Context: an optimization exercise on an open-source flow, tuned for small area, a short achievable clock period and few clock cycles. The choices shown serve that exercise and are no tape-out recipe.
RTL that was checked went through simulation tests only; none was proved equivalent to the original.
Only the layout flow was run in runs 1 and 5 to 9; the RTL was not checked for function there.

### flow/config.mk
export PLATFORM = sky130hd
export DESIGN_NAME = interpolation
export DESIGN_NICKNAME = interpolation
export VERILOG_FILES = /design/flow/design.v
export SDC_FILE = /design/flow/constraint.sdc
export NUM_CORES = 4
export LEC_CHECK = 0
export CAP_MARGIN = 20
export CORE_MARGIN = 2
export CORE_UTILIZATION = 40
export CTS_BUF_LIST = sky130_fd_sc_hd__clkbuf_8
export PLACE_DENSITY = 0.6
export SLEW_MARGIN = 20
### flow/constraint.sdc
create_clock -name core_clock -period 12.0 [get_ports {clk}]
set_input_delay 2.4000 -clock core_clock [delete_from_list [all_inputs] [get_ports {clk}]]
set_output_delay 2.4000 -clock core_clock [all_outputs]
set_load 0.01 [all_outputs]
### flow/design.v
module interpolation (
    input           clk,
    input           RST,
    input           START,
    input   [5:0]   H0,
    input   [5:0]   V0,
    input   [3:0]   SW,
    input   [3:0]   SH,
    output          REN,
    input   [7:0]   R_DATA,
    output  [11:0]  ADDR,
    output  [7:0]   O_DATA,
    output          O_VALID
);
    parameter Q = 5;
    reg [5:0] h0;
    reg [3:0] dh, dv;            
    reg       ract;
    reg [4:0] rrow;              
    reg [3:0] rfv;               
    reg [5:0] rtop;              
    reg [3:0] rj;                
    reg       rph;               
    reg [11:0] addr;
    reg       ren;
    reg [2:0] cr;                
    reg       b1, v2, b2, v3, b3, p4;
    reg [3:0] f1, f2, f3;
    reg [7:0] rd, tp;
    reg [9:0] vp;
    reg [9:0] vr;
    reg [7:0] q [0:Q-1];
    reg [2:0] cnt;
    reg [4:0] oc;                
    reg [3:0] ofh;
    reg [9:0] hp;
    reg [9:0] hr;
    reg       hv;
    reg [7:0] odata;
    reg       ovalid;
    assign REN = ren;
    assign ADDR = addr;
    assign O_DATA = odata;
    assign O_VALID = ovalid;
    localparam [4:0] FIRST = 5'd1, LAST = 5'd24;
    function [4:0] step;
        input [4:0] x;
        step = {x[3:0], x[4] ^ x[2]};
    endfunction
    function [19:0] lerp_a;
        input [7:0] a, b;
        input [3:0] f;
        reg [7:0] m0, m1, m2, m3;
        begin
            m0 = f[0] ? b : a;
            m1 = f[1] ? b : a;
            m2 = f[2] ? b : a;
            m3 = f[3] ? b : a;
            lerp_a[19:10] = {2'b0, a} + {2'b0, m0} + {1'b0, m1, 1'b0};
            lerp_a[9:0] = {2'b0, m2} + {1'b0, m3, 1'b0};
        end
    endfunction
    function [7:0] lerp_b;
        input [9:0] p;
        input [9:0] r;
        reg [11:0] s;
        begin
            s = {2'b0, p} + {r, 2'b0};
            lerp_b = s[11:4];
        end
    endfunction
    wire       prod = p4;
    wire [7:0] cval = lerp_b(vp, vr);
    wire [7:0] qL = q[0];
    wire [7:0] qR = q[1];
    wire       need2 = (ofh != 4'd0);
    wire       fire = (cnt != 3'd0) && (!need2 || cnt > 3'd1);
    wire [4:0] hsum = {1'b0, ofh} + {1'b0, dh};
    wire       rowend = (oc == LAST);
    wire       shift = fire && (rowend || hsum[4]);
    wire       issue_first = ract && !rph && (cr != 3'd0 || shift);
    wire       issue = issue_first || (ract && rph);
    wire       direct = (rfv == 4'd0);
    wire       col_done = rph || (issue_first && direct);
    wire       row_done = col_done && (rj == dh);
    wire [4:0] vsum = {1'b0, rfv} + {1'b0, dv};
    wire [5:0] rbot = rtop + 6'd1;
    wire [2:0] wslot = cnt - {2'b0, shift};
    always @(posedge clk or posedge RST) begin
        if (RST) begin
            ract <= 1'b0;
            ren <= 1'b1;
            v2 <= 1'b0;
            v3 <= 1'b0;
            p4 <= 1'b0;
            cnt <= 3'd0;
            cr <= Q;
            hv <= 1'b0;
            ovalid <= 1'b0;
        end else begin
            v2 <= !ren;
            v3 <= v2;
            p4 <= v3 && (b3 || f3 == 4'd0);
            cr <= cr - {2'b0, issue_first} + {2'b0, shift};
            ren <= !issue;
            if (row_done && rrow == LAST) ract <= 1'b0;
            if (START) ract <= 1'b1;
            cnt <= cnt - {2'b0, shift} + {2'b0, prod};
            hv <= fire;
            ovalid <= hv;
        end
    end
    integer i;
    always @(posedge clk) begin
        rd <= R_DATA;
        tp <= rd;
        b1 <= rph;
        b2 <= b1;
        b3 <= b2;
        {vp, vr} <= lerp_a(b3 ? tp : rd, rd, f3);
        f1 <= rfv;
        f2 <= f1;
        f3 <= f2;
        if (issue) begin
            if (rph)
                addr <= {rbot, addr[5:0]};
            else
                addr <= {rtop, (rj == 4'd0) ? h0 : addr[5:0] + 6'd1};
        end
        if (issue_first && !direct) rph <= 1'b1;
        if (col_done) begin
            rph <= 1'b0;
            if (row_done) begin
                rj <= 4'd0;
                rrow <= step(rrow);
                rfv <= vsum[3:0];
                if (vsum[4]) rtop <= rbot;
            end else begin
                rj <= rj + 4'd1;
            end
        end
        for (i = 0; i < Q; i = i + 1) begin
            if (prod && wslot == i)
                q[i] <= cval;
            else if (shift && i < Q - 1)
                q[i] <= q[i + 1];
        end
        {hp, hr} <= lerp_a(qL, qR, ofh);
        odata <= lerp_b(hp, hr);
        if (fire) begin
            if (rowend) begin
                oc <= FIRST;
                ofh <= 4'd0;
            end else begin
                oc <= step(oc);
                ofh <= hsum[3:0];
            end
        end
        if (START) begin
            h0 <= H0;
            dh <= SW - 4'd1;
            dv <= SH - 4'd1;
            rtop <= V0;
            rfv <= 4'd0;
            rrow <= FIRST;
            rj <= 4'd0;
            rph <= 1'b0;
            oc <= FIRST;
            ofh <= 4'd0;
        end
    end
endmodule
### flow/flow/run.sh
#!/bin/bash
# The standard layout, with repair_timing aiming below the clock period and
# port buffers of the smallest buffer cell.
set -euo pipefail
bash standard.sh SETUP_SLACK_MARGIN=8.4 "BUFFER_PORTS_ARGS=-buffer_cell sky130_fd_sc_hd__buf_1"  finish > flow_standard.log 2>&1
### flow/standard.sh
#!/bin/bash
# synth_recipe.tcl (not shown) runs the flow's synth.tcl, then flattens the netlist and writes it again
# the make line also repeats each setting of config.mk as NAME=value (left out here)
make -C /OpenROAD-flow-scripts/flow DESIGN_CONFIG=/design/flow/config.mk WORK_HOME=/design/flow/orfs CLKGATE_MAP_FILE= SYNTH_SCRIPT=/design/flow/synth_recipe.tcl "${@:-finish}"
==> reports/metrics.cfg, run 1 <==
[synth]
synthArstFlopShare_pct=7.10
synthFlopType=dfxtp_1
syn_inst=793
synth_cell_types=58
synthesis.nets=907
syn_area_per_cell_um2=11.6
ys_ff_latch=183
yosysSeqAreaShare_pct=48.5
synthTopCellsByCount=dfxtp_1 (98), mux2_2 (87), edfxtp_1 (72)
synth_top_area_share_pct=23.5
yosys.area.top_type=edfxtp_1
post-synth-top-count-cell=dfxtp_1
ys_warn_count=2
synth.cell_area_mm2=0.00919
synth_edf_count=72
synth_area_leaders=edfxtp_1 (24%), dfxtp_1 (21%), mux2_2 (11%)

[sta]
worstMarginPinSlew_ns=1.02
slew_violations=0
finalWorstSetupSlack_ns=8.47
min_period_over_period_pct=29.4
grt_setup_unrepaired=false
period_needed_ns=3.53
fmax_mhz=283
setup_tns_ns=0
hold_violations=0
setup_viol=0
finClkSkew_ns=0.0165
slew_headroom_pct=32.3

[critical_path]
path_cells=buf_6
cp.arrival_ns=1.13
critPathBufInv=1
critPathLaunchType=flop
crit_fanout=2
worstSetupEndpointType=primary output
worstSetupPathType=reg2out
required_ns=9.60
crit_family=flip-flops
cpMaxStageDelayCell=dfstp_2
cp_slowest_stage_delay_ns=0.57

[global_routing]
grt_pass1_wl_um=25800
antenna_found_initial=0
grt_max_degree=50
grt_use_total_pct=13.2
overflow=0
grt_pass1_vias=5433

[outcome]
status=complete, no violations

[placed_design]
dpl_cell_area_mm2=0.00965
dp_hpwl_um=11000
dp_slack_ns=8.04
port_buffers=52
place_congestion=0.778

[die]
start_util_pct=40.7
core_mm2=0.0226
placementRows=55
dieHeight_um=156
pin_count=53
die_width_um=156
dieArea_mm2=0.0242

[cells_and_area]
nFillCells=2083
layout-area-overhead-vs-synth_pct=10.5
drive_gt1_share_pct=17.6
postLayoutCoreUtil_pct=45.0
fin_area_mm2=0.0102
fin_nets=961
num_antenna_cells=0

[drt]
vias_per_cell=4.88
antenna_left=0
wl_um=15000
wl_per_cell_um=13.1
num_vias=5584
drt_iter0_drc=228
drc=0
drt_pass1_iterations=4

[clocking]
cts_buffer_depth=2
insertion_delay_ns=0.46
htreeDepth=4
cts_tree=yes
clockRootBuffer=clkbuf_8
clk_pin_slew_ns=0.10
cts.sinks=183
postCtsHoldBufs=0
numCtsBuffers=17

[job]
maxCapViolations=0

[worst_hold_path]
hp-class=reg2reg

[worst register-to-register path, stage by stage (launching register included)]
cell and delay, ns:
dfxtp_4 0.44, ha_1 0.19, inv_1 0.05, fa_1 0.37, nand2b_1 0.17, a21oi_1 0.24, o21ai_2 0.15, inv_1 0.15
ha_1 0.16, ha_1 0.18, xnor2_2 0.18, nand2_2 0.15, nor3_4 0.22, buf_12 0.15, mux2_2 0.33
[area by class of cell]
| type | count | area, um2 | share of cell area, % |
|---|---|---|---|
| flip-flops and latches | 183 | 4460 | 43.9 |
| multi-input cells | 532 | 4460 | 43.9 |
| well taps | 285 | 357 | 3.51 |
| clock buffers | 20 | 275 | 2.71 |
| repair buffers | 56 | 259 | 2.55 |
| inverters | 57 | 214 | 2.11 |
| clock inverters | 12 | 130 | 1.28 |
[repair_timing]
action,4_1_cts,5_1_grt
gates resized for setup,9,5
buffers inserted,2,1
hold endpoints to repair,0,0
pin swaps,2,1
setup endpoints to repair,64,62
[final timing paths]
check / from / endpoint / slack [ns] / cells after the start
min in group asynchronous: RST / ovalid / 1.93 / 2
max: ren / REN / 8.47 / 1
min reg2reg: f1[1] / f2[1] / 0.33 / 0
min: f1[1] / f2[1] / 0.33 / 0
max reg2reg: ofh[0] / q[3][1] / 8.60 / 14
max in group asynchronous: RST / cr[0] / 9.70 / 2
[state kept, by name, summed over array words and instances, names as in the netlist, 4 cells and up]
name,count
tp,8
dh,4
vr,10
rtop,6
ofh,4
odata,8
vp,8
f2,4
oc,5
rrow,5
hr,10
addr,12
dv,4
rj,4
f1,4
hp,8
q,40
f3,4
rfv,4
h0,6
rd,8
[placed cells by master, fill, tap and decap left out, drive strengths merged, types with 2 or more instances in the layout]
cell type / count
a31oi: 2
o21ai: 35
dfrtp: 10
o21bai: 2
o31ai: 4
nor4: 4
nor2: 45
nand2b: 7
clkbuf: 21
o21a: 6
a21o: 8
ha: 62
and3: 2
a21oi: 37
inv: 64
mux2: 87
nand4: 7
and3b: 2
nor2b: 7
nand3: 16
mux2i: 15
edfxtp: 72
o2111ai: 2
xor2: 20
xnor2: 43
nor3: 14
o41ai: 2
dfstp: 3
nor3b: 2
clkinv: 4
dfxtp: 98
a21boi: 4
nand2: 49
or4: 4
buf: 55
or2: 4
a211oi: 4
fa: 21
nand3b: 4
[layer usage]
layer	track usage, %	routed length (um)
met1	17.4	7320
met2	21.6	7150
met3	3.28	335
met4	4.11	177
met5	0	0
[cell families after synthesis]
logic type | after synthesis | synth area share [%]
buffers and inverters | 78 | 3.35
DFF | 183 | 48.5
adders and majority gates | 83 | 13.0
muxes | 102 | 12.3
and+or+nand+nor | 170 | 9.00
xor gates and xnor gates | 63 | 6.01
AOI/OAI and AO/OA | 114 | 7.86
[per-stage QoR]
step,hold WS [ns],instances
floorplan,0.310,793
global placement,0.312,1110
detailed placement,0.312,1110
CTS,0.336,1144
global route,0.345,1145
finish,0.334,1145
==> run 2, diff against run 1 <==
--- a/flow/design.v
+++ b/flow/design.v
@@ -33,6 +33,7 @@
     reg [2:0] cnt;
     reg [4:0] oc;                
     reg [3:0] ofh;
+    reg       hz, hc, hl;        
     reg [9:0] hp;
     reg [9:0] hr;
     reg       hv;
@@ -73,11 +74,11 @@
     wire [7:0] cval = lerp_b(vp, vr);
     wire [7:0] qL = q[0];
     wire [7:0] qR = q[1];
-    wire       need2 = (ofh != 4'd0);
-    wire       fire = (cnt != 3'd0) && (!need2 || cnt > 3'd1);
+    wire       fire = (cnt != 3'd0) && (hz || cnt > 3'd1);
+    wire       shift = fire && (hl || hc);
     wire [4:0] hsum = {1'b0, ofh} + {1'b0, dh};
-    wire       rowend = (oc == LAST);
-    wire       shift = fire && (rowend || hsum[4]);
+    wire [4:0] hnext = {1'b0, hsum[3:0]} + {1'b0, dh};
+    wire [4:0] ocnext = step(oc);
     wire       issue_first = ract && !rph && (cr != 3'd0 || shift);
     wire       issue = issue_first || (ract && rph);
     wire       direct = (rfv == 4'd0);
@@ -89,7 +90,6 @@
     always @(posedge clk or posedge RST) begin
         if (RST) begin
             ract <= 1'b0;
-            ren <= 1'b1;
             v2 <= 1'b0;
             v3 <= 1'b0;
             p4 <= 1'b0;
@@ -102,7 +102,6 @@
             v3 <= v2;
             p4 <= v3 && (b3 || f3 == 4'd0);
             cr <= cr - {2'b0, issue_first} + {2'b0, shift};
-            ren <= !issue;
             if (row_done && rrow == LAST) ract <= 1'b0;
             if (START) ract <= 1'b1;
             cnt <= cnt - {2'b0, shift} + {2'b0, prod};
@@ -121,12 +120,8 @@
         f1 <= rfv;
         f2 <= f1;
         f3 <= f2;
-        if (issue) begin
-            if (rph)
-                addr <= {rbot, addr[5:0]};
-            else
-                addr <= {rtop, (rj == 4'd0) ? h0 : addr[5:0] + 6'd1};
-        end
+        ren <= !issue;
+        addr <= {rph ? rbot : rtop, h0 + {2'b0, rj}};
         if (issue_first && !direct) rph <= 1'b1;
         if (col_done) begin
             rph <= 1'b0;
@@ -148,12 +143,18 @@
         {hp, hr} <= lerp_a(qL, qR, ofh);
         odata <= lerp_b(hp, hr);
         if (fire) begin
-            if (rowend) begin
+            if (hl) begin
                 oc <= FIRST;
                 ofh <= 4'd0;
+                hz <= 1'b1;
+                hc <= 1'b0;
+                hl <= 1'b0;
             end else begin
-                oc <= step(oc);
+                oc <= ocnext;
                 ofh <= hsum[3:0];
+                hz <= (hsum[3:0] == 4'd0);
+                hc <= hnext[4];
+                hl <= (ocnext == LAST);
             end
         end
         if (START) begin
@@ -167,6 +168,9 @@
             rph <= 1'b0;
             oc <= FIRST;
             ofh <= 4'd0;
+            hz <= 1'b1;
+            hc <= 1'b0;
+            hl <= 1'b0;
         end
     end
 endmodule
==> flow/flow/run.sh (replaced) <==
#!/bin/bash
# The standard layout, with repair_timing aiming below the clock period and
# port buffers of the smallest buffer cell.
set -euo pipefail
bash standard.sh SETUP_SLACK_MARGIN=8.8 "BUFFER_PORTS_ARGS=-buffer_cell sky130_fd_sc_hd__buf_1"  finish > flow_standard.log 2>&1
==> run 2 against run 1 <==
Routed wire length increased by 6.0%. Clock skew increased by 0.0033 ns. Fmax increased by 4.4%. Largest cell class is now multi-input gates. Highest routed layer unchanged.
==> reports/metrics.cfg, run 2 <==
[drt]
num_vias=5839
wl_per_cell_um=13.0
antenna_left=0
drt_pass1_iterations=4
drc=0
drt_iter0_drc=209
vias_per_cell=4.79
wl_um=15900

[clocking]
htreeDepth=4
cts.sinks=186
cts_buffer_depth=2
clk_pin_slew_ns=0.08
cts_tree=yes
clockRootBuffer=clkbuf_8
insertion_delay_ns=0.47
numCtsBuffers=17

[synth]
synthArstFlopShare_pct=6.45
ys_warn_count=2
syn_area_per_cell_um2=11.2
synthTopCellsByCount=dfxtp_1 (114), mux2_2 (75), inv_1 (68)
synth_area_leaders=dfxtp_1 (24%), edfxtp_1 (19%), mux2_2 (9.1%)
synthesis.nets=954
ys_ff_latch=186
yosys.area.top_type=dfxtp_1
syn_inst=834
synth.cell_area_mm2=0.00932
synth_top_area_share_pct=24.5
yosysSeqAreaShare_pct=47.1
post-synth-top-count-cell=dfxtp_1
synth_cell_types=65
synthFlopType=dfxtp_1
synth_edf_count=60

[placed_design]
port_buffers=52
dp_hpwl_um=11600
dp_slack_ns=8.37
place_congestion=0.758
placed_cells=1179

[cells_and_area]
largest_reg_flops=40
nFillCells=2123
final_cell_mix=dfxtp_1 (108), mux2_2 (75), inv_1 (70)
layout-area-overhead-vs-synth_pct=11.4
num_antenna_cells=0
drive_gt1_share_pct=19.2
fin_nets=1012
final_cells=1218
largest-register=q
final_common_cell=dfxtp_1

[sta]
fmax_mhz=296
setup_viol=0
grt_setup_unrepaired=true
finalWorstSetupSlack_ns=8.62
worstMarginPinSlew_ns=0.707
min_period_over_period_pct=28.2
finClkSkew_ns=0.0198
slew_violations=0
slew_headroom_pct=52.7
period_needed_ns=3.38
setup_tns_ns=0
hold_violations=0

[job]
maxCapViolations=0

[die]
dieHeight_um=157
die_width_um=157
placementRows=55
core_mm2=0.0228
dieArea_mm2=0.0245
pin_count=53
start_util_pct=40.9

[worst_hold_path]
hp-class=reg2reg
min_path_cells=0

[global_routing]
grt_use_total_pct=14.2
grt_pass1_vias=5942
grt_pass1_wl_um=28200
antenna_found_initial=0
grt_max_degree=55
overflow=0

[critical_path]
path_cells=buf_6
cp.arrival_ns=0.98
rr_worst_depth=11
cpMaxStageDelayCell=dfrtp_1
worstSetupPathType=reg2out
crit_family=flip-flops
worstSetupEndpointType=primary output
required_ns=9.60
cp_slowest_stage_delay_ns=0.40
critPathLaunchType=flop
critPathBufInv=1
crit_cells=1
crit_fanout=1

[outcome]
status=complete, no violations

[run 2: changes by cell type after synthesis, moves of 8 or more]
cell	previous run	this run
dfxtp_1	98	114
a21oi_1	36	49
mux2_2	87	75
inv_1	57	68
nand3_1	16	7
o21ai_0	33	50
a21o_1	8	16
edfxtp_1	72	60
nor2_1	44	52
[run 2: path summary, 6_finish.rpt]
path                         from      end  slack (ns)
hold / removal                 b2       b3        0.33
max in group asynchronous     RST    cr[0]        9.78
setup reg to reg           cnt[0]  q[0][3]        9.01
setup / recovery           ovalid  O_VALID        8.62
min in group asynchronous     RST     ract        1.90
hold reg to reg                b2       b3        0.33
[run 2: final cells by class]
class / count / area, um2 / share of cell area (%)
multi-input cells: 555 / 4580 / 44.1
flip-flops and latches: 186 / 4400 / 42.3
well taps: 313 / 392 / 3.77
repair buffers: 62 / 350 / 3.37
inverters: 70 / 263 / 2.53
clock buffers: 18 / 248 / 2.39
clock inverters: 14 / 155 / 1.49
[run 2: metrics by stage]
step / instance area (um2) / utilization, % / hold WS, ns
after floorplan: 9320 / - / 0.310
after CTS: 10300 / 45.3 / 0.332
after detailed placement: 9830 / 43.1 / 0.312
after global routing: 10400 / 45.6 / 0.334
after global placement: 9830 / 43.1 / 0.310
final: 10400 / 45.6 / 0.329
[run 2: repair_timing]
| item | in CTS | in global routing |
|---|---|---|
| pin swaps | 3 | 1 |
| gates resized for setup | 27 | 17 |
| buffers inserted | 5 | 1 |
| hold buffers | 0 | 0 |
| cloned | 0 | 1 |
| setup endpoints to repair | 85 | 79 |
[run 2: cell families after synthesis]
family | share of synthesized area [%]
simple gates | 8.79
xor+xnor | 5.91
compound gates | 10.1
mux | 10.5
flops | 47.1
buf+inv | 3.93
fa+ha+maj | 13.7
[run 2: per-layer routing]
layer  vias to the layer above  global-route usage [%]  wire, um
met2                        72                    23.2      7420
met1                      2731                    18.7      7760
met3                        18                    2.99       452
li1                       3018                       -         -
met4                         0                    5.11       252
met5                         -                       0         0
Testbench counts of run 2, summed over its fixed seeds: cycles 32,963.
==> run 3, diff against run 2 <==
==> flow/flow/run.sh (replaced) <==
#!/bin/bash
# The standard layout, with repair_timing aiming below the clock period and
# port buffers of the smallest buffer cell.
set -euo pipefail
bash standard.sh SETUP_SLACK_MARGIN=8.6 "BUFFER_PORTS_ARGS=-buffer_cell sky130_fd_sc_hd__buf_1"  finish > flow_standard.log 2>&1
--- a/flow/config.mk
+++ b/flow/config.mk
@@ -5,6 +5,7 @@
 export SDC_FILE = /design/flow/constraint.sdc
 export NUM_CORES = 4
 export LEC_CHECK = 0
+export ABC_AREA = 1
 export CAP_MARGIN = 20
 export CORE_MARGIN = 2
 export CORE_UTILIZATION = 40
==> run 3 against run 2 <==
First-iteration DRC count up 39%. Largest cell class unchanged. Cell area is 2.6% higher. Register-to-register slack worse by 0.12 ns. Core utilization down 0.48 points. Synthesized area grew 3.7%. Cell count up 24%. Clock-buffer cell count is 1 lower. Non-clock buffer count fell by 6.
==> reports/metrics.cfg, run 3 <==
[synth]
synthTopCellsByCount=nand2_1 (313), inv_1 (139), dfxtp_1 (114)
synth_fa_ha_area_share_pct=13.2
muxShareOfSynthArea_pct=0.104
yosys.area.top_type=dfxtp_1
yosys.area_share.xor_xnor_pct=4.71
synth_compound_area_share_pct=9.54
synthFlopType=dfxtp_1
syn_inst=1119
post-synth-top-count-cell=nand2_1
synth-simple-area-share_pct=20.2
ys_warn_count=2
synthesis.nets=1239
ys_ff_latch=186
syn_area_per_cell_um2=8.64
synth.cell_area_mm2=0.00967
synth_area_leaders=dfxtp_1 (24%), edfxtp_1 (19%), nand2_1 (12%)
yosysSeqAreaShare_pct=45.4
synthArstFlopShare_pct=6.45
synth_cell_types=46
synth_top_area_share_pct=23.6
synth_top_family_by_area=simple AND/OR/NAND/NOR gates
synth_edf_count=60

[clocking]
insertion_delay_ns=0.47
cts_buffer_depth=2
htreeDepth=4
clk_pin_slew_ns=0.11
numCtsBuffers=17
postCtsHoldBufs=0
clockRootBuffer=clkbuf_8
cts.sinks=186
cts_tree=yes

[drt]
drc=0
num_vias=7090
antenna_left=0
wl_per_cell_um=11.7
drt_pass1_iterations=5
wl_um=17600
drt_iter0_drc=291
vias_per_cell=4.71

[cells_and_area]
final_common_cell=nand2_1
fin_nets=1294
layout-area-overhead-vs-synth_pct=10.2
largest_reg_flops=40
num_antenna_cells=0
largest-register=q
postLayoutCoreUtil_pct=45.1
drive_gt1_share_pct=6.57
final_cell_mix=nand2_1 (313), inv_1 (138), dfxtp_1 (111)

[critical_path]
crit_cells=1
worstSetupEndpointType=primary output
cp.arrival_ns=0.97
required_ns=9.60
rr_worst_depth=10
critPathBufInv=1
rrSetupSlack_ns=8.89
worstSetupPathType=reg2out
crit_fanout=1
path_cells=buf_6
cpMaxStageDelayCell=dfrtp_1
critPathLaunchType=flop
crit_family=flip-flops
cp_slowest_stage_delay_ns=0.39

[global_routing]
grt_pass1_vias=6820
grt_pass1_wl_um=31100
grt_use_total_pct=14.5
overflow=0
antenna_found_initial=0
grt_max_degree=41

[placed_design]
place_congestion=0.780
port_buffers=52
dp_hpwl_um=13500

[die]
dieHeight_um=159
dieArea_mm2=0.0254
core_mm2=0.0236
die_width_um=159
placementRows=56
start_util_pct=40.9
pin_count=53

[worst_hold_path]
min_path_cells=0
hp-class=reg2reg

[sta]
hold_violations=0
slew_headroom_pct=44.8
worstMarginPinSlew_ns=0.827
fmax_mhz=297
setup_tns_ns=0
setup_viol=0
period_needed_ns=3.37
slew_violations=0
grt_setup_unrepaired=true
min_period_over_period_pct=28.1
finClkSkew_ns=0.0200

[job]
maxCapViolations=0

[outcome]
status=complete, no violations

run 3: worst register-to-register path: cells and delay by family (launching register included):
family        cells  cell delay (ns)
simple gates      6             1.46
fa+ha+maj         2             0.60
flops             1             0.40
buf+inv           2             0.32
run 3: metrics by stage:
| step | area (um2) | hold slack [ns] | setup slack (ns) | instances |
|---|---|---|---|---|
| floorplan | 9670 | 0.310 | 8.65 | 1119 |
| global placement | 10200 | 0.310 | 8.13 | 1471 |
| detailed placement | 10200 | 0.313 | 8.11 | 1471 |
| CTS | 10600 | 0.340 | 8.59 | 1503 |
| global route | 10700 | 0.344 | 8.58 | 1506 |
| finish | 10700 | 0.334 | 8.63 | 1506 |
run 3: worst paths after layout:
path	startpoint	end
max	ovalid	O_VALID
min	b2	b3
max reg2reg	cnt[1]	q[0][3]
min reg2reg	b2	b3
max in group asynchronous	RST	cr[0]
min in group asynchronous	RST	cnt[1]
run 3: layer usage:
| metal | global-route usage [%] | share of wire [%] | vias up |
|---|---|---|---|
| met4 | 4.38 | 1.0 | 0 |
| met3 | 2.58 | 3.0 | 12 |
| met1 | 19.6 | 51 | 3212 |
| met5 | 0 | 0 | - |
| met2 | 23.7 | 45 | 98 |
| li1 | - | - | 3768 |
run 3: logic make-up after synthesis:
logic type / Yosys count
xor+xnor: 52
mux: 1
simple gates: 451
buf+inv: 166
flops: 186
fa+ha+maj: 89
compound gates: 174
run 3: final cells by class:
cell class              count  area, um2
clock buffers              17        234
clock inverters            15        196
fillers                  2318      13000
inverters                 146        557
multi-input cells         767       4630
flip-flops and latches    186       4390
well taps                 319        399
repair buffers             56        245
run 3: timing repair:
action                     CTS  global route
buffers inserted             0             3
setup endpoints to repair    3            18
resized for setup            5            14
pin swaps                    0             0
==> run 4, diff against run 3 <==
--- a/flow/config.mk
+++ b/flow/config.mk
@@ -5,7 +5,6 @@
 export SDC_FILE = /design/flow/constraint.sdc
 export NUM_CORES = 4
 export LEC_CHECK = 0
-export ABC_AREA = 1
 export CAP_MARGIN = 20
 export CORE_MARGIN = 2
 export CORE_UTILIZATION = 40
==> run 4 against run 3 <==
Still clean on timing, DRC and antenna. Non-clock buffer count is 6 higher. Worst hold slack worse by 0.0041 ns. Core utilization grew 0.19 points. Clock-buffer cell count is 1 higher. Fmax down 0.29%. Die area shrank 3.5%. Critical endpoint unchanged.
==> reports/metrics.cfg, run 4 <==
[worst_hold_path]
min_path_cells=0
hp-class=reg2reg

[sta]
worstMarginPinSlew_ns=0.703
min_period_over_period_pct=28.1
slew_violations=0
period_needed_ns=3.38
setup_tns_ns=0
setup_viol=0
grt_setup_unrepaired=true
slew_headroom_pct=53.0
fmax_mhz=296
hold_violations=0
finClkSkew_ns=0.0199

[cells_and_area]
num_antenna_cells=0
largest-register=q
drive_gt1_share_pct=16.6
layout-area-overhead-vs-synth_pct=10.7
largest_reg_flops=40
multi_input_area_mm2=0.00457
ff_latch_area_mm2=0.00439
final_common_cell=dfxtp_1
fin_nets=1012
final_cell_mix=dfxtp_1 (112), mux2_2 (75), inv_1 (70)
nFillCells=2123

[clocking]
cts.sinks=186
cts_buffer_depth=2
insertion_delay_ns=0.46
htreeDepth=4
clk_pin_slew_ns=0.08
numCtsBuffers=17
clockRootBuffer=clkbuf_8
cts_tree=yes

[synth]
synth_top_area_share_pct=24.5
synthFlopType=dfxtp_1
yosys.area.top_type=dfxtp_1
yosysSeqAreaShare_pct=47.1
synth_edf_count=60
syn_inst=834
synthesis.nets=954
synthArstFlopShare_pct=6.45
synth_cell_types=65
ys_warn_count=2
post-synth-top-count-cell=dfxtp_1
synthTopCellsByCount=dfxtp_1 (114), mux2_2 (75), inv_1 (68)
syn_area_per_cell_um2=11.2
ys_ff_latch=186
synth_area_leaders=dfxtp_1 (24%), edfxtp_1 (19%), mux2_2 (9.1%)
synth.cell_area_mm2=0.00932

[placed_design]
place_congestion=0.758
port_buffers=52
dp_hpwl_um=11600

[global_routing]
antenna_found_initial=0
grt_pass1_wl_um=28100
grt_use_total_pct=14.2
grt_max_degree=55
grt_pass1_vias=5928
overflow=0

[drt]
drt_iter0_drc=244
drt_pass1_iterations=4
antenna_left=0
wl_um=15700
vias_per_cell=4.80
wl_per_cell_um=12.9
drc=0
num_vias=5842

[critical_path]
crit_end=O_VALID
critPathBufInv=1
rr_worst_depth=12
crit_start=ovalid
crit_family=flip-flops
crit_fanout=1
worstReg2RegStart=cnt[0]
required_ns=9.60
worstSetupEndpointType=primary output
rr_endpoint=q[2][1]
cp.arrival_ns=0.98
worstSetupPathType=reg2out
cp_slowest_stage_delay_ns=0.40
rrSetupSlack_ns=8.84
path_cells=buf_6
crit_cells=1
cpMaxStageDelayCell=dfrtp_1
critPathLaunchType=flop

[job]
maxCapViolations=0

[outcome]
status=complete, no violations

[die]
die_width_um=157
pin_count=53
dieArea_mm2=0.0245
dieHeight_um=157
core_mm2=0.0228
start_util_pct=40.9
placementRows=55

## run 4: cell families (layout without fill, tap and decap cells)
kind of cell / Yosys count / in the layout / share of synthesized area [%]
muxes: 88 / 88 / 10.5
xor gates and xnor gates: 62 / 62 / 5.91
DFF: 186 / 186 / 47.1
and+or+nand+nor: 166 / 166 / 8.79
buffers and inverters: 93 / 164 / 3.93
AOI/OAI and AO/OA: 150 / 150 / 10.1
adders and majority gates: 89 / 89 / 13.7
## run 4: per-layer routing
| metal | global-route usage [%] | vias up | share of wire [%] |
|---|---|---|---|
| met1 | 18.7 | 2725 | 49 |
| met2 | 23.2 | 79 | 47 |
| li1 | - | 3021 | - |
| met3 | 2.96 | 17 | 2.7 |
| met4 | 5.11 | 0 | 1.3 |
| met5 | 0 | - | 0 |
## run 4: repair_timing
item / in CTS / in global routing
buffers inserted: 0 / 7
hold buffers: 0 / 0
pin swaps: 0 / 4
setup endpoints to repair: 5 / 71
gates resized for setup: 2 / 10
## run 4: how the worst min path moves through the flow
stage / startpoint / endpoint / slack, ns
after floorplan: b1 / b2 / 0.31
after global placement: f1[2] / f2[2] / 0.31
after detailed placement: f2[2] / f3[2] / 0.31
after CTS: b2 / b3 / 0.34
after global routing: b2 / b3 / 0.34
final: b2 / b3 / 0.33
## run 4: cell type report
cell class | count | share of cell area, %
Clock inverter | 14 | 1.50
Multi-Input combinational cell | 555 | 44.3
Timing Repair Buffer | 62 | 2.91
Inverter | 70 | 2.55
Tap cell | 313 | 3.80
Sequential cell | 186 | 42.5
Clock buffer | 18 | 2.40
## run 4: metrics by stage
stage                     hold slack, ns  cells  setup slack [ns]  util, %  cell area (um2)
after floorplan                    0.310    834              8.81        -             9320
after global placement             0.310   1179              8.38     43.1             9830
after detailed placement           0.312   1179              8.37     43.1             9830
after CTS                          0.336   1211              8.59     44.9            10200
after global routing               0.335   1218              8.57     45.3            10300
final                              0.330   1218              8.62     45.3            10300
==> run 5, diff against run 4 <==
--- a/flow/design.v
+++ b/flow/design.v
@@ -26,7 +26,7 @@
     reg [2:0] cr;                
     reg       b1, v2, b2, v3, b3, p4;
     reg [3:0] f1, f2, f3;
-    reg [7:0] rd, tp;
+    reg [7:0] rd, ta;              
     reg [9:0] vp;
     reg [9:0] vr;
     reg [7:0] q [0:Q-1];
@@ -112,11 +112,11 @@
     integer i;
     always @(posedge clk) begin
         rd <= R_DATA;
-        tp <= rd;
+        ta <= b2 ? rd : R_DATA;
         b1 <= rph;
         b2 <= b1;
         b3 <= b2;
-        {vp, vr} <= lerp_a(b3 ? tp : rd, rd, f3);
+        {vp, vr} <= lerp_a(ta, rd, f3);
         f1 <= rfv;
         f2 <= f1;
         f3 <= f2;
--- a/flow/config.mk
+++ b/flow/config.mk
@@ -9,5 +9,6 @@
 export CORE_MARGIN = 2
 export CORE_UTILIZATION = 40
 export CTS_BUF_LIST = sky130_fd_sc_hd__clkbuf_8
+export CTS_CLUSTER_SIZE = 30
 export PLACE_DENSITY = 0.6
 export SLEW_MARGIN = 20
==> run 5 against run 4 <==
Still clean. Global-route usage is 1.1 points lower. Fmax is 0.51% higher. First-iteration DRC count stayed put. Cell count stayed put. Worst hold slack worse by 0.0014 ns. Critical path type unchanged. Critical endpoint unchanged.
==> reports/metrics.cfg, run 5 <==
[synth]
synthesis.nets=961
yosys.area.top_type=dfxtp_1
synth_area_leaders=dfxtp_1 (24%), edfxtp_1 (19%), ha_1 (9.0%)
synth_fa_ha_area_share_pct=13.7
synthArstFlopShare_pct=6.45
muxShareOfSynthArea_pct=11.1
post-synth-top-count-cell=dfxtp_1
synth_top_area_share_pct=24.4
ys_warn_count=2
synth-simple-area-share_pct=9.59
yosys.area_share.xor_xnor_pct=5.44
synth_cell_types=66
syn_inst=841
synth_edf_count=60
ys_ff_latch=186
synth_top_family_by_area=adder cells
synth.cell_area_mm2=0.00935
synthFlopType=dfxtp_1
syn_area_per_cell_um2=11.1
synthTopCellsByCount=dfxtp_1 (114), inv_1 (71), mux2_2 (69)
yosysSeqAreaShare_pct=46.9
synth_compound_area_share_pct=9.26

[drt]
drt_iter0_drc=244
wl_um=15100
antenna_left=0
drc=0
vias_per_cell=4.80
wl_per_cell_um=12.4
drt_pass1_iterations=4
num_vias=5848

[critical_path]
cp_slowest_stage_delay_ns=0.39
worstSetupPathType=reg2out
worstSetupEndpointType=primary output
path_cells=buf_6
cp.arrival_ns=0.96
critPathBufInv=1
worstReg2RegStart=cnt[0]
crit_fanout=1
rr_worst_depth=11
critPathLaunchType=flop
crit_family=flip-flops
cpMaxStageDelayCell=dfrtp_1
required_ns=9.60
rr_endpoint=q[3][5]
rrSetupSlack_ns=8.85

[cells_and_area]
layout-area-overhead-vs-synth_pct=10.3
final_cell_mix=dfxtp_1 (110), inv_1 (72), mux2_2 (69)
fin_nets=1012
final_cells=1218
fin_area_mm2=0.0103
largest_reg_flops=40
num_antenna_cells=0
largest-register=q
final_common_cell=dfxtp_1
drive_gt1_share_pct=14.6

[job]
maxCapViolations=0

[die]
die_width_um=157
placementRows=55
dieHeight_um=157
start_util_pct=41.0
dieArea_mm2=0.0246
core_mm2=0.0228
pin_count=53

[placed_design]
dp_hpwl_um=11200
place_congestion=0.731
placed_cells=1184
port_buffers=52
dpl_cell_area_mm2=0.00985

[worst_hold_path]
hold_start=f2[1]
hp-class=reg2reg
min_path_cells=0
whs_endpoint=f3[1]

[sta]
setup_tns_ns=0
slew_headroom_pct=49.6
fmax_mhz=298
worstMarginPinSlew_ns=0.756
min_period_over_period_pct=28.0
hold_violations=0
slew_violations=0
setup_viol=0
finClkSkew_ns=0.0182
grt_setup_unrepaired=true
period_needed_ns=3.36
hold_slack_ns=0.329

[clocking]
cts_tree=yes
cts.sinks=186
postCtsHoldBufs=0
htreeDepth=4
insertion_delay_ns=0.45
clockRootBuffer=clkbuf_8
clk_pin_slew_ns=0.10
numCtsBuffers=17
cts_buffer_depth=2

[global_routing]
antenna_found_initial=0
overflow=0
grt_use_total_pct=13.1
grt_max_degree=54
grt_pass1_vias=5580
grt_pass1_wl_um=26000

[outcome]
status=complete, no violations

run 5: cells by family (layout without fill, tap and decap cells):
kind of cell	Yosys count	count (layout)
flip-flops	186	186
AND/OR/NAND/NOR	178	178
AO/OA/AOI/OAI	140	140
multiplexers	95	95
buffers and inverters	95	159
adder cells (fa/ha/maj)	89	89
XOR/XNOR	58	58
run 5: worst max-delay path by stage:
stage               startpoint       to  slack (ns)  cells after the start
floorplan                START  rtop[0]        8.81                      2
global placement        cnt[0]  q[3][6]        8.31                     11
detailed placement      cnt[0]  q[2][6]        8.14                     11
CTS                     cnt[0]  q[2][3]        8.48                     11
global route            ovalid  O_VALID        8.60                      1
finish                  ovalid  O_VALID        8.64                      1
run 5: stage by stage:
stage	util, %	worst slack [ns]
after floorplan	-	8.81
after global placement	43.2	8.31
after detailed placement	43.2	8.14
after CTS	45.0	8.48
after global routing	45.3	8.60
final	45.3	8.64
run 5: what timing repair did:
action,in CTS,in global routing
cloned,0,0
resized for setup,5,11
pin swaps,0,2
setup endpoints to repair,50,68
setup buffers,0,2
run 5: final cells by class:
class	count	area (um2)
flip-flops and latches	186	4390
repair buffers	56	249
fillers	2122	12500
clock buffers	19	262
inverters	71	267
well taps	313	392
multi-input cells	560	4630
clock inverters	13	118
run 5: metal layers:
layer / global-route usage (%) / up-vias / share of wire, %
li1: - / 3041 / -
met2: 21.6 / 49 / 48
met1: 17.3 / 2754 / 50
met3: 2.82 / 4 / 2.4
met5: 0 / - / 0
met4: 3.49 / 0 / 0.50
==> run 6, diff against run 5 <==
--- a/flow/config.mk
+++ b/flow/config.mk
@@ -9,6 +9,6 @@
 export CORE_MARGIN = 2
 export CORE_UTILIZATION = 40
 export CTS_BUF_LIST = sky130_fd_sc_hd__clkbuf_8
-export CTS_CLUSTER_SIZE = 30
+export CTS_CLUSTER_SIZE = 22
 export PLACE_DENSITY = 0.6
 export SLEW_MARGIN = 20
==> run 6 against run 5 <==
First-iteration DRC count did not move. Synthesized cell count unchanged. Die area did not move. Worst hold slack unchanged. Highest routed layer unchanged. Critical path type unchanged. Sequential cell count stayed put. Largest cell class unchanged. Clock skew is the same. Critical path depth unchanged.
==> reports/metrics.cfg, run 6 <==
[synth]
synthFlopType=dfxtp_1
synth_cell_types=66
synth_area_leaders=dfxtp_1 (24%), edfxtp_1 (19%), ha_1 (9.0%)
ys_warn_count=2
synthTopCellsByCount=dfxtp_1 (114), inv_1 (71), mux2_2 (69)
synthArstFlopShare_pct=6.45
synthesis.nets=961
synth.cell_area_mm2=0.00935
syn_inst=841
yosys.area.top_type=dfxtp_1
yosysSeqAreaShare_pct=46.9
ys_ff_latch=186
synth_edf_count=60
post-synth-top-count-cell=dfxtp_1
synth_top_area_share_pct=24.4
syn_area_per_cell_um2=11.1

[drt]
antenna_left=0
wl_per_cell_um=12.4
vias_per_cell=4.80
drt_pass1_iterations=4
drt_iter0_drc=244
drc=0
num_vias=5848
wl_um=15100

[sta]
setup_tns_ns=0
setup_viol=0
fmax_mhz=298
worstMarginPinSlew_ns=0.756
finClkSkew_ns=0.0182
grt_setup_unrepaired=true
min_period_over_period_pct=28.0
slew_headroom_pct=49.6
slew_violations=0
period_needed_ns=3.36
hold_violations=0

[clocking]
numCtsBuffers=17
cts_buffer_depth=2
clockRootBuffer=clkbuf_8
clk_pin_slew_ns=0.10
htreeDepth=4
cts.sinks=186
insertion_delay_ns=0.45
cts_tree=yes
postCtsHoldBufs=0

[global_routing]
grt_use_total_pct=13.1
grt_pass1_vias=5580
antenna_found_initial=0
grt_pass1_wl_um=26000
overflow=0
grt_max_degree=54

[placed_design]
place_congestion=0.731
placed_cells=1184
port_buffers=52
dp_hpwl_um=11200

[cells_and_area]
fin_nets=1012
largest-register=q
nFillCells=2122
layout-area-overhead-vs-synth_pct=10.3
final_cells=1218
drive_gt1_share_pct=14.6
final_common_cell=dfxtp_1
largest_reg_flops=40
postLayoutCoreUtil_pct=45.3
num_antenna_cells=0
final_cell_mix=dfxtp_1 (110), inv_1 (72), mux2_2 (69)

[outcome]
status=complete, no violations

[worst_hold_path]
hp-class=reg2reg

[critical_path]
critPathLaunchType=flop
crit_fanout=1
cp.arrival_ns=0.96
worstSetupPathType=reg2out
critPathBufInv=1
path_cells=buf_6
required_ns=9.60
cpMaxStageDelayCell=dfrtp_1
crit_family=flip-flops
cp_slowest_stage_delay_ns=0.39
worstSetupEndpointType=primary output

[die]
dieArea_mm2=0.0246
placementRows=55
start_util_pct=41.0
die_width_um=157
pin_count=53
core_mm2=0.0228
dieHeight_um=157

[job]
maxCapViolations=0

-- run 6: cell counts after synthesis --
No cell type changed its count.
-- run 6: area by class of cell --
class	instances	area (um2)	share of cell area, %
inverter	71	267	2.59
tap	313	392	3.80
sequential	186	4390	42.6
clock buffer	19	262	2.54
timing repair buffer	56	249	2.42
clock inverter	13	118	1.14
multi-input combinational	560	4630	44.9
-- run 6: stage by stage --
| stage | worst slack [ns] | area (um2) | hold WS, ns |
|---|---|---|---|
| CTS | 8.48 | 10200 | 0.336 |
| global route | 8.60 | 10300 | 0.333 |
| finish | 8.64 | 10300 | 0.329 |
| detailed placement | 8.14 | 9850 | 0.313 |
| floorplan | 8.81 | 9350 | 0.310 |
| global placement | 8.31 | 9850 | 0.313 |
-- run 6: timing repair --
item / 4_1_cts / 5_1_grt
setup endpoints to repair: 50 / 68
gates resized for setup: 5 / 11
pin swaps: 0 / 2
buffers inserted: 0 / 2
-- run 6: path summary, 6_finish.rpt --
check                                to  depth (start not counted)  slack [ns]  startpoint
worst min register to register    f3[1]                          0        0.33       f2[1]
worst min-delay path              f3[1]                          0        0.33       f2[1]
max in group asynchronous         cr[0]                          2        9.74         RST
worst max-delay path            O_VALID                          1        8.64      ovalid
min in group asynchronous          ract                          2        1.92         RST
worst max register to register  q[3][5]                         11        8.85      cnt[0]
-- run 6: layer usage --
layer  GRT usage, %  up-vias  part of all wire [%]
met5              0        -                     0
met4           3.49        0                  0.50
met3           2.82        4                   2.4
met2           21.6       49                    48
met1           17.3     2754                    50
li1               -     3041                     -
-- run 6: cells by family (layout without fill, tap and decap cells) --
group	after synthesis	after routing	synth area share, %
flip-flops	186	186	46.9
AND/OR/NAND/NOR	178	178	9.59
AO/OA/AOI/OAI	140	140	9.26
multiplexers	95	95	11.1
buffers and inverters	95	159	3.98
adder cells (fa/ha/maj)	89	89	13.7
XOR/XNOR	58	58	5.44
-- run 6: worst register-to-register path, stage by stage (launching register included) --
cell      delay (ns)
dfrtp_1         0.42
a211oi_2        0.22
buf_4           0.26
inv_1           0.12
o21ai_2         0.12
inv_1           0.12
ha_1            0.19
ha_1            0.20
xnor2_2         0.26
nand2_1         0.21
nor3_4          0.40
mux2_2          0.39
==> run 7, diff against run 6 <==
--- a/flow/config.mk
+++ b/flow/config.mk
@@ -5,10 +5,10 @@
 export SDC_FILE = /design/flow/constraint.sdc
 export NUM_CORES = 4
 export LEC_CHECK = 0
+export ABC_CLOCK_PERIOD_IN_PS = 3000
 export CAP_MARGIN = 20
 export CORE_MARGIN = 2
 export CORE_UTILIZATION = 40
 export CTS_BUF_LIST = sky130_fd_sc_hd__clkbuf_8
-export CTS_CLUSTER_SIZE = 22
 export PLACE_DENSITY = 0.6
 export SLEW_MARGIN = 20
==> run 7 against run 6 <==
Critical endpoint unchanged. Die area unchanged. Sequential cell count unchanged. Highest routed layer unchanged. Worst hold slack unchanged. Critical path depth unchanged. Clock-buffer cell count unchanged. Worst setup slack unchanged.
==> reports/metrics.cfg, run 7 <==
[drt]
antenna_left=0
drt_iter0_drc=244
num_vias=5848
vias_per_cell=4.80
drc=0
wl_um=15100
wl_per_cell_um=12.4
drt_pass1_iterations=4

[synth]
synth_cell_types=66
yosysSeqAreaShare_pct=46.9
ys_warn_count=2
synthArstFlopShare_pct=6.45
yosys.area.top_type=dfxtp_1
synth_edf_count=60
syn_area_per_cell_um2=11.1
synth.cell_area_mm2=0.00935
ys_ff_latch=186
synth_top_area_share_pct=24.4
synth_area_leaders=dfxtp_1 (24%), edfxtp_1 (19%), ha_1 (9.0%)
synthesis.nets=961
synthFlopType=dfxtp_1
synthTopCellsByCount=dfxtp_1 (114), inv_1 (71), mux2_2 (69)
syn_inst=841
post-synth-top-count-cell=dfxtp_1

[cells_and_area]
postLayoutCoreUtil_pct=45.3
drive_gt1_share_pct=14.6
final_common_cell=dfxtp_1
largest_reg_flops=40
fin_nets=1012
num_antenna_cells=0
largest-register=q
fin_area_mm2=0.0103
nFillCells=2122
final_cell_mix=dfxtp_1 (110), inv_1 (72), mux2_2 (69)
layout-area-overhead-vs-synth_pct=10.3

[placed_design]
dp_hpwl_um=11200
port_buffers=52
dp_slack_ns=8.14
place_congestion=0.731
dpl_cell_area_mm2=0.00985

[critical_path]
rr_worst_depth=11
rrSetupSlack_ns=8.85
cpMaxStageDelayCell=dfrtp_1
path_cells=buf_6
crit_fanout=1
worstSetupPathType=reg2out
cp.arrival_ns=0.96
cp_slowest_stage_delay_ns=0.39
critPathLaunchType=flop
required_ns=9.60
rr_endpoint=q[3][5]
worstSetupEndpointType=primary output
critPathBufInv=1
worstReg2RegStart=cnt[0]
crit_start=ovalid
crit_family=flip-flops

[worst_hold_path]
hold_start=f2[1]
min_path_cells=0
hp-class=reg2reg
whs_endpoint=f3[1]

[clocking]
cts_tree=yes
cts_buffer_depth=2
clk_pin_slew_ns=0.10
clockRootBuffer=clkbuf_8
numCtsBuffers=17
cts.sinks=186
postCtsHoldBufs=0
htreeDepth=4
insertion_delay_ns=0.45

[sta]
hold_violations=0
hold_slack_ns=0.329
finClkSkew_ns=0.0182
period_needed_ns=3.36
finalWorstSetupSlack_ns=8.64
slew_violations=0
min_period_over_period_pct=28.0
grt_setup_unrepaired=true
slew_headroom_pct=49.6
worstMarginPinSlew_ns=0.756
fmax_mhz=298
setup_tns_ns=0
setup_viol=0

[global_routing]
met3_usage_pct=2.82
grt_pass1_vias=5580
grt_use_total_pct=13.1
grt_busiest_layer=met2
grtUsageMet1_pct=17.3
overflow=0
grt_max_degree=54
antenna_found_initial=0
grt_pass1_wl_um=26000
grtUsageMet2_pct=21.6

[die]
dieHeight_um=157
die_width_um=157
core_mm2=0.0228
placementRows=55
start_util_pct=41.0
pin_count=53
dieArea_mm2=0.0246

[job]
maxCapViolations=0

[outcome]
status=complete, no violations

==> run 7: routing by layer <==
metal / vias to the layer above / part of all wire (%)
li1: 3041 / -
met1: 2754 / 50
met2: 49 / 48
met3: 4 / 2.4
met4: 0 / 0.50
met5: - / 0
==> run 7: kinds of logic after synthesis <==
group | count (synthesis) | synth area share [%]
multiplexers | 95 | 11.1
buffers and inverters | 95 | 3.98
adder cells (fa/ha/maj) | 89 | 13.7
XOR/XNOR | 58 | 5.44
flip-flops | 186 | 46.9
AO/OA/AOI/OAI | 140 | 9.26
AND/OR/NAND/NOR | 178 | 9.59
==> run 7: how the worst max path moves through the flow <==
stage / slack [ns] / cells after the start / end
after global routing: 8.60 / 1 / O_VALID
final: 8.64 / 1 / O_VALID
after floorplan: 8.81 / 2 / rtop[0]
after CTS: 8.48 / 11 / q[2][3]
after detailed placement: 8.14 / 11 / q[2][6]
after global placement: 8.31 / 11 / q[3][6]
==> run 7: layout make-up <==
cell class | count | area [um2] | share of cell area [%]
sequential | 186 | 4390 | 42.6
clock inverter | 13 | 118 | 1.14
clock buffer | 19 | 262 | 2.54
multi-input combinational | 560 | 4630 | 44.9
tap | 313 | 392 | 3.80
timing repair buffer | 56 | 249 | 2.42
inverter | 71 | 267 | 2.59
==> run 7: per-stage QoR <==
stage / cells
after floorplan: 841
after global placement: 1184
after detailed placement: 1184
after CTS: 1216
after global routing: 1218
final: 1218
==> run 7: timing repair <==
item | 4_1_cts | 5_1_grt
setup endpoints to repair | 50 | 68
pin swaps | 0 | 2
hold endpoints to repair | 0 | 0
gates resized for setup | 5 | 11
buffers inserted | 0 | 2
==> run 7: worst reg2reg max path, delay by kind of cell, from the launching register on <==
| family | cells | cell delay, ns |
|---|---|---|
| DFF | 1 | 0.42 |
| buffers and inverters | 3 | 0.50 |
| AOI/OAI and AO/OA | 2 | 0.34 |
| and+or+nand+nor | 2 | 0.61 |
| adders and majority gates | 2 | 0.39 |
| xor gates and xnor gates | 1 | 0.26 |
| muxes | 1 | 0.39 |
==> run 8, diff against run 7 <==
--- a/flow/config.mk
+++ b/flow/config.mk
@@ -5,7 +5,7 @@
 export SDC_FILE = /design/flow/constraint.sdc
 export NUM_CORES = 4
 export LEC_CHECK = 0
-export ABC_CLOCK_PERIOD_IN_PS = 3000
+export ABC_CLOCK_PERIOD_IN_PS = 6000
 export CAP_MARGIN = 20
 export CORE_MARGIN = 2
 export CORE_UTILIZATION = 40
==> run 8 against run 7 <==
Synthesized cell count stayed put. Cell count stayed put. Fmax stayed put. Worst setup slack unchanged. First-iteration DRC count is the same. Largest cell class unchanged.
==> reports/metrics.cfg, run 8 <==
[synth]
synthesis.nets=961
syn_inst=841
yosys.area_share.xor_xnor_pct=5.44
synth_compound_area_share_pct=9.26
synth.cell_area_mm2=0.00935
synthTopCellsByCount=dfxtp_1 (114), inv_1 (71), mux2_2 (69)
synth_cell_types=66
yosysSeqAreaShare_pct=46.9
syn_area_per_cell_um2=11.1
synth-simple-area-share_pct=9.59
synth_edf_count=60
synthFlopType=dfxtp_1
synthArstFlopShare_pct=6.45
muxShareOfSynthArea_pct=11.1
synth_fa_ha_area_share_pct=13.7
synth_area_leaders=dfxtp_1 (24%), edfxtp_1 (19%), ha_1 (9.0%)
post-synth-top-count-cell=dfxtp_1
synth_top_area_share_pct=24.4
yosys.area.top_type=dfxtp_1
ys_ff_latch=186
synth_top_family_by_area=adder cells
ys_warn_count=2

[die]
placementRows=55
dieHeight_um=157
pin_count=53
start_util_pct=41.0
dieArea_mm2=0.0246
core_mm2=0.0228
die_width_um=157

[outcome]
status=complete, no violations

[clocking]
postCtsHoldBufs=0
insertion_delay_ns=0.45
cts_tree=yes
cts.sinks=186
cts_buffer_depth=2
htreeDepth=4
numCtsBuffers=17
clk_pin_slew_ns=0.10
clockRootBuffer=clkbuf_8

[worst_hold_path]
hp-class=reg2reg
min_path_cells=0

[placed_design]
port_buffers=52
dp_hpwl_um=11200
placed_cells=1184
dpl_cell_area_mm2=0.00985
place_congestion=0.731
dp_slack_ns=8.14

[sta]
worstMarginPinSlew_ns=0.756
setup_viol=0
fmax_mhz=298
setup_tns_ns=0
min_period_over_period_pct=28.0
finClkSkew_ns=0.0182
slew_violations=0
hold_violations=0
period_needed_ns=3.36
slew_headroom_pct=49.6
grt_setup_unrepaired=true
finalWorstSetupSlack_ns=8.64

[critical_path]
rrSetupSlack_ns=8.85
critPathLaunchType=flop
cp.arrival_ns=0.96
crit_cells=1
rr_endpoint=q[3][5]
crit_fanout=1
crit_family=flip-flops
crit_start=ovalid
worstSetupEndpointType=primary output
critPathBufInv=1
worstSetupPathType=reg2out
required_ns=9.60
worstReg2RegStart=cnt[0]
cp_slowest_stage_delay_ns=0.39
rr_worst_depth=11
path_cells=buf_6
cpMaxStageDelayCell=dfrtp_1
crit_end=O_VALID

[drt]
drc=0
wl_per_cell_um=12.4
drt_iter0_drc=244
num_vias=5848
antenna_left=0
drt_pass1_iterations=4
vias_per_cell=4.80
wl_um=15100

[cells_and_area]
drive_gt1_share_pct=14.6
ff_latch_area_mm2=0.00439
final_cells=1218
fin_area_mm2=0.0103
final_cell_mix=dfxtp_1 (110), inv_1 (72), mux2_2 (69)
nFillCells=2122
largest-register=q
multi_input_area_mm2=0.00463
num_antenna_cells=0
layout-area-overhead-vs-synth_pct=10.3
fin_nets=1012
largest_reg_flops=40
final_common_cell=dfxtp_1

[global_routing]
grt_pass1_wl_um=26000
overflow=0
grt_max_degree=54
antenna_found_initial=0
grt_use_total_pct=13.1
grt_pass1_vias=5580

[job]
maxCapViolations=0

## run 8: cell counts after synthesis
Identical to the previous run, type by type.
## run 8: worst min-delay path by stage
| stage | start | to | slack [ns] |
|---|---|---|---|
| 6_report | f2[1] | f3[1] | 0.33 |
| 5_1_grt | f1[2] | f2[2] | 0.33 |
| 4_1_cts | f1[2] | f2[2] | 0.34 |
| 3_5_place_dp | f2[2] | f3[2] | 0.31 |
| 3_3_place_gp | f2[0] | f3[0] | 0.31 |
| 2_1_floorplan | b1 | b2 | 0.31 |
## run 8: through the flow
step                hold slack, ns  utilization [%]
floorplan                    0.310                -
global placement             0.313             43.2
detailed placement           0.313             43.2
CTS                          0.336             45.0
global route                 0.333             45.3
finish                       0.329             45.3
## run 8: kinds of logic after synthesis
logic type,Yosys count
fa+ha+maj,89
xor+xnor,58
buf+inv,95
compound gates,140
mux,95
simple gates,178
flops,186
## run 8: area by class of cell
cell class | count | share of cell area (%)
repair buffers | 56 | 2.42
clock buffers | 19 | 2.54
flip-flops and latches | 186 | 42.6
well taps | 313 | 3.80
multi-input cells | 560 | 44.9
inverters | 71 | 2.59
clock inverters | 13 | 1.14
## run 8: per-layer routing
layer  share of wire, %  up-vias  track usage (%)
li1                   -     3041                -
met1                 50     2754             17.3
met2                 48       49             21.6
met3                2.4        4             2.82
met4               0.50        0             3.49
met5                  0        -                0
## run 8: timing repair
item                                    CTS  global route
resized for setup                         5            11
buffers inserted                          0             2
pin swaps                                 0             2
endpoints found under the setup margin   50            68
==> run 9, diff against run 8 <==
--- a/flow/design.v
+++ b/flow/design.v
@@ -27,8 +27,7 @@
     reg       b1, v2, b2, v3, b3, p4;
     reg [3:0] f1, f2, f3;
     reg [7:0] rd, ta;              
-    reg [9:0] vp;
-    reg [9:0] vr;
+    reg [7:0] cv;
     reg [7:0] q [0:Q-1];
     reg [2:0] cnt;
     reg [4:0] oc;                
@@ -61,6 +60,15 @@
             lerp_a[9:0] = {2'b0, m2} + {1'b0, m3, 1'b0};
         end
     endfunction
+    function [7:0] lerp;
+        input [7:0] a, b;
+        input [3:0] f;
+        reg [19:0] pr;
+        begin
+            pr = lerp_a(a, b, f);
+            lerp = lerp_b(pr[19:10], pr[9:0]);
+        end
+    endfunction
     function [7:0] lerp_b;
         input [9:0] p;
         input [9:0] r;
@@ -71,7 +79,7 @@
         end
     endfunction
     wire       prod = p4;
-    wire [7:0] cval = lerp_b(vp, vr);
+    wire [7:0] cval = cv;
     wire [7:0] qL = q[0];
     wire [7:0] qR = q[1];
     wire       fire = (cnt != 3'd0) && (hz || cnt > 3'd1);
@@ -116,7 +124,7 @@
         b1 <= rph;
         b2 <= b1;
         b3 <= b2;
-        {vp, vr} <= lerp_a(ta, rd, f3);
+        cv <= lerp(ta, rd, f3);
         f1 <= rfv;
         f2 <= f1;
         f3 <= f2;
--- a/flow/config.mk
+++ b/flow/config.mk
@@ -5,7 +5,6 @@
 export SDC_FILE = /design/flow/constraint.sdc
 export NUM_CORES = 4
 export LEC_CHECK = 0
-export ABC_CLOCK_PERIOD_IN_PS = 6000
 export CAP_MARGIN = 20
 export CORE_MARGIN = 2
 export CORE_UTILIZATION = 40
==> run 9 against run 8 <==
Synthesized cell count fell by 6.7%. Core utilization rose by 0.37 points. Die area fell by 2.7%. Global-route usage rose by 0.15 points. Worst setup slack got worse by 0.65 ns. Sequential cell count fell by 10. First-iteration DRC count fell by 4.5%. Worst hold slack improved by 0.0062 ns. Critical endpoint is now cv[7]. Largest cell class unchanged.
==> reports/metrics.cfg, run 9 <==
[outcome]
status=complete, no violations

[global_routing]
grt_pass1_vias=5383
overflow=0
grt_pass1_wl_um=25600
grt_max_degree=55
antenna_found_initial=0
grt_use_total_pct=13.2

[clocking]
htreeDepth=4
insertion_delay_ns=0.46
numCtsBuffers=17
cts_tree=yes
clk_pin_slew_ns=0.09
cts.sinks=176
cts_buffer_depth=2
clockRootBuffer=clkbuf_8

[synth]
synthTopCellsByCount=dfxtp_1 (104), mux2_2 (78), inv_1 (70)
syn_inst=785
synth_edf_count=60
post-synth-top-count-cell=dfxtp_1
syn_area_per_cell_um2=11.6
ys_ff_latch=176
synthArstFlopShare_pct=6.82
synth.cell_area_mm2=0.00908
synth_area_leaders=dfxtp_1 (23%), edfxtp_1 (20%), mux2_2 (9.7%)
synth_top_area_share_pct=22.9
synth_cell_types=60
synthFlopType=dfxtp_1
ys_warn_count=2
synthesis.nets=907
yosysSeqAreaShare_pct=46.1
yosys.area.top_type=dfxtp_1

[drt]
drc=0
wl_um=15000
num_vias=5514
vias_per_cell=4.81
wl_per_cell_um=13.0
drt_pass1_iterations=4
antenna_left=0
drt_iter0_drc=233

[die]
placementRows=55
dieArea_mm2=0.0239
pin_count=53
dieHeight_um=155
die_width_um=155
start_util_pct=40.5
core_mm2=0.0224

[placed_design]
port_buffers=52
dp_slack_ns=7.81
place_congestion=0.783
dp_hpwl_um=10800

[sta]
slew_headroom_pct=54.4
fmax_mhz=249
min_period_over_period_pct=33.4
setup_tns_ns=0
hold_violations=0
finClkSkew_ns=0.0218
period_needed_ns=4.01
setup_viol=0
worstMarginPinSlew_ns=0.681
finalWorstSetupSlack_ns=7.99
grt_setup_unrepaired=true
slew_violations=0

[cells_and_area]
drive_gt1_share_pct=21.7
postLayoutCoreUtil_pct=45.6
num_antenna_cells=0
fin_nets=971
final_cell_mix=dfxtp_1 (98), mux2_2 (76), inv_1 (65)
nFillCells=2084
layout-area-overhead-vs-synth_pct=12.7
largest_reg_flops=40
largest-register=q
final_common_cell=dfxtp_1

[worst_hold_path]
whs_endpoint=b2
hold_start=b1
hp-class=reg2reg
min_path_cells=0

[critical_path]
crit_fanout=5
rr_endpoint=cv[7]
critPathLaunchType=flop
required_ns=12.33
cp.arrival_ns=4.34
rr_worst_depth=17
rrSetupSlack_ns=7.99
worstReg2RegStart=f3[3]
worstSetupEndpointType=flop
worstSetupPathType=reg2reg

[job]
maxCapViolations=0

run 9: changes by cell type after synthesis, moves of 7 or more:
| cell | before | now |
|---|---|---|
| a21oi_1 | 40 | 31 |
| dfxtp_1 | 114 | 104 |
| mux2_2 | 69 | 78 |
| nand2_1 | 43 | 32 |
| nor2_1 | 57 | 38 |
| o21ai_0 | 38 | 31 |
| or3_1 | 0 | 7 |
| xnor2_1 | 34 | 42 |
run 9: how the worst max path moves through the flow:
stage,start,to,slack [ns],cells past startpoint
after floorplan,f3[3],cv[7],8.01,18
after global placement,f3[2],cv[7],7.87,15
after detailed placement,f3[3],cv[7],7.81,17
after CTS,f3[3],cv[7],7.98,17
after global routing,f3[2],cv[7],7.87,17
final,f3[3],cv[7],7.99,17
run 9: through the flow:
| step | hold WS [ns] | cells | cell area, um2 |
|---|---|---|---|
| 2_1_floorplan | 0.310 | 785 | 9230 |
| 6_report | 0.335 | 1147 | 10200 |
| 3_3_place_gp | 0.312 | 1101 | 9640 |
| 4_1_cts | 0.338 | 1143 | 10100 |
| 5_1_grt | 0.341 | 1147 | 10200 |
| 3_5_place_dp | 0.315 | 1101 | 9640 |
run 9: routing by layer:
metal	global-route usage, %	vias to the layer above	routed length, um
li1	-	2869	-
met4	3.31	0	125
met3	3.50	8	448
met1	17.3	2579	7350
met2	21.8	58	7050
met5	0	-	0
run 9: cell type report:
cell class,count,area (um2),area share (%)
Clock buffer,17,234,2.29
Clock inverter,15,126,1.23
Tap cell,285,357,3.48
Multi-Input combinational cell,517,4710,46.1
Sequential cell,176,4200,41.0
Timing Repair Buffer,67,343,3.35
Inverter,70,263,2.57
run 9: what timing repair did:
| item | 4_1_cts | 5_1_grt |
|---|---|---|
| gates resized for setup | 18 | 12 |
| cloned | 1 | 0 |
| hold buffers | 0 | 0 |
| pin swaps | 8 | 9 |
| setup endpoints to repair | 80 | 45 |
| setup buffers | 9 | 4 |
run 9: cell families after synthesis:
kind of cell | Yosys count | share of synthesized area (%)
compound gates | 112 | 7.95
xor+xnor | 62 | 6.06
fa+ha+maj | 91 | 14.8
buf+inv | 93 | 4.30
flops | 176 | 46.1
mux | 103 | 12.4
simple gates | 148 | 8.43
run 9: critical path, cell delays in order (launching register included):
cell,delay (ns)
dfxtp_4,0.41
mux2_4,0.32
ha_4,0.17
inv_2,0.05
fa_2,0.21
nor2b_2,0.05
o21a_1,0.20
nor3_2,0.12
nor2_1,0.07
fa_1,0.52
inv_2,0.04
fa_1,0.52
inv_2,0.05
ha_4,0.21
and3_4,0.15
a221o_1,0.32
a221o_1,0.33
xor2_1,0.15

-- re-timing with driven ports --
In the flow no input, the clock included, has a driving cell. The finished layouts below were timed again as built, in two steps. Step 1: set_driving_cell puts a clkbuf_16 on clk and a buf_2 on each other input, an assumption about the parent block. Step 2 adds t to the input delays and takes it off the output delays; t is the mean of the earliest and latest rising clock arrival at the registers after step 1. Input paths then give back, and output paths get back, about the clock's delay inside the block. Three values: ideal ports, drivers, drivers and shift; two values: the first two.
run | shift t [ns] | slack for setup (ns) | clock arrival spread, ns | slew at the worst register clock pin (ns) | pins driven straight from the clock port
run 1 | 0.495 | 8.469 / 8.431 / 8.060 | 0.019 / 0.020 | 0.10 / 0.10 | 1
run 2 | 0.499 | 8.619 / 8.576 / 8.391 | 0.019 / 0.020 | 0.10 / 0.10 | 1
run 3 | 0.499 | 8.632 / 8.590 / 8.228 | 0.020 / 0.020 | 0.12 / 0.12 | 1
run 4 | 0.496 | 8.622 / 8.579 / 8.395 | 0.020 / 0.020 | 0.10 / 0.10 | 1
run 5 | 0.481 | 8.639 / 8.603 / 8.393 | 0.024 / 0.025 | 0.10 / 0.10 | 1
run 6 | 0.481 | 8.639 / 8.603 / 8.393 | 0.024 / 0.025 | 0.10 / 0.10 | 1
run 7 | 0.481 | 8.639 / 8.603 / 8.393 | 0.024 / 0.025 | 0.10 / 0.10 | 1
run 8 | 0.481 | 8.639 / 8.603 / 8.393 | 0.024 / 0.025 | 0.10 / 0.10 | 1
run 9 | 0.490 | 7.989 / 7.989 / 7.989 | 0.022 / 0.023 | 0.11 / 0.11 | 1
After both steps every run listed still meets setup and hold. The setup slack of run 1, which loses most, moves by -0.038 ns with the drivers and by -0.409 ns with both steps.
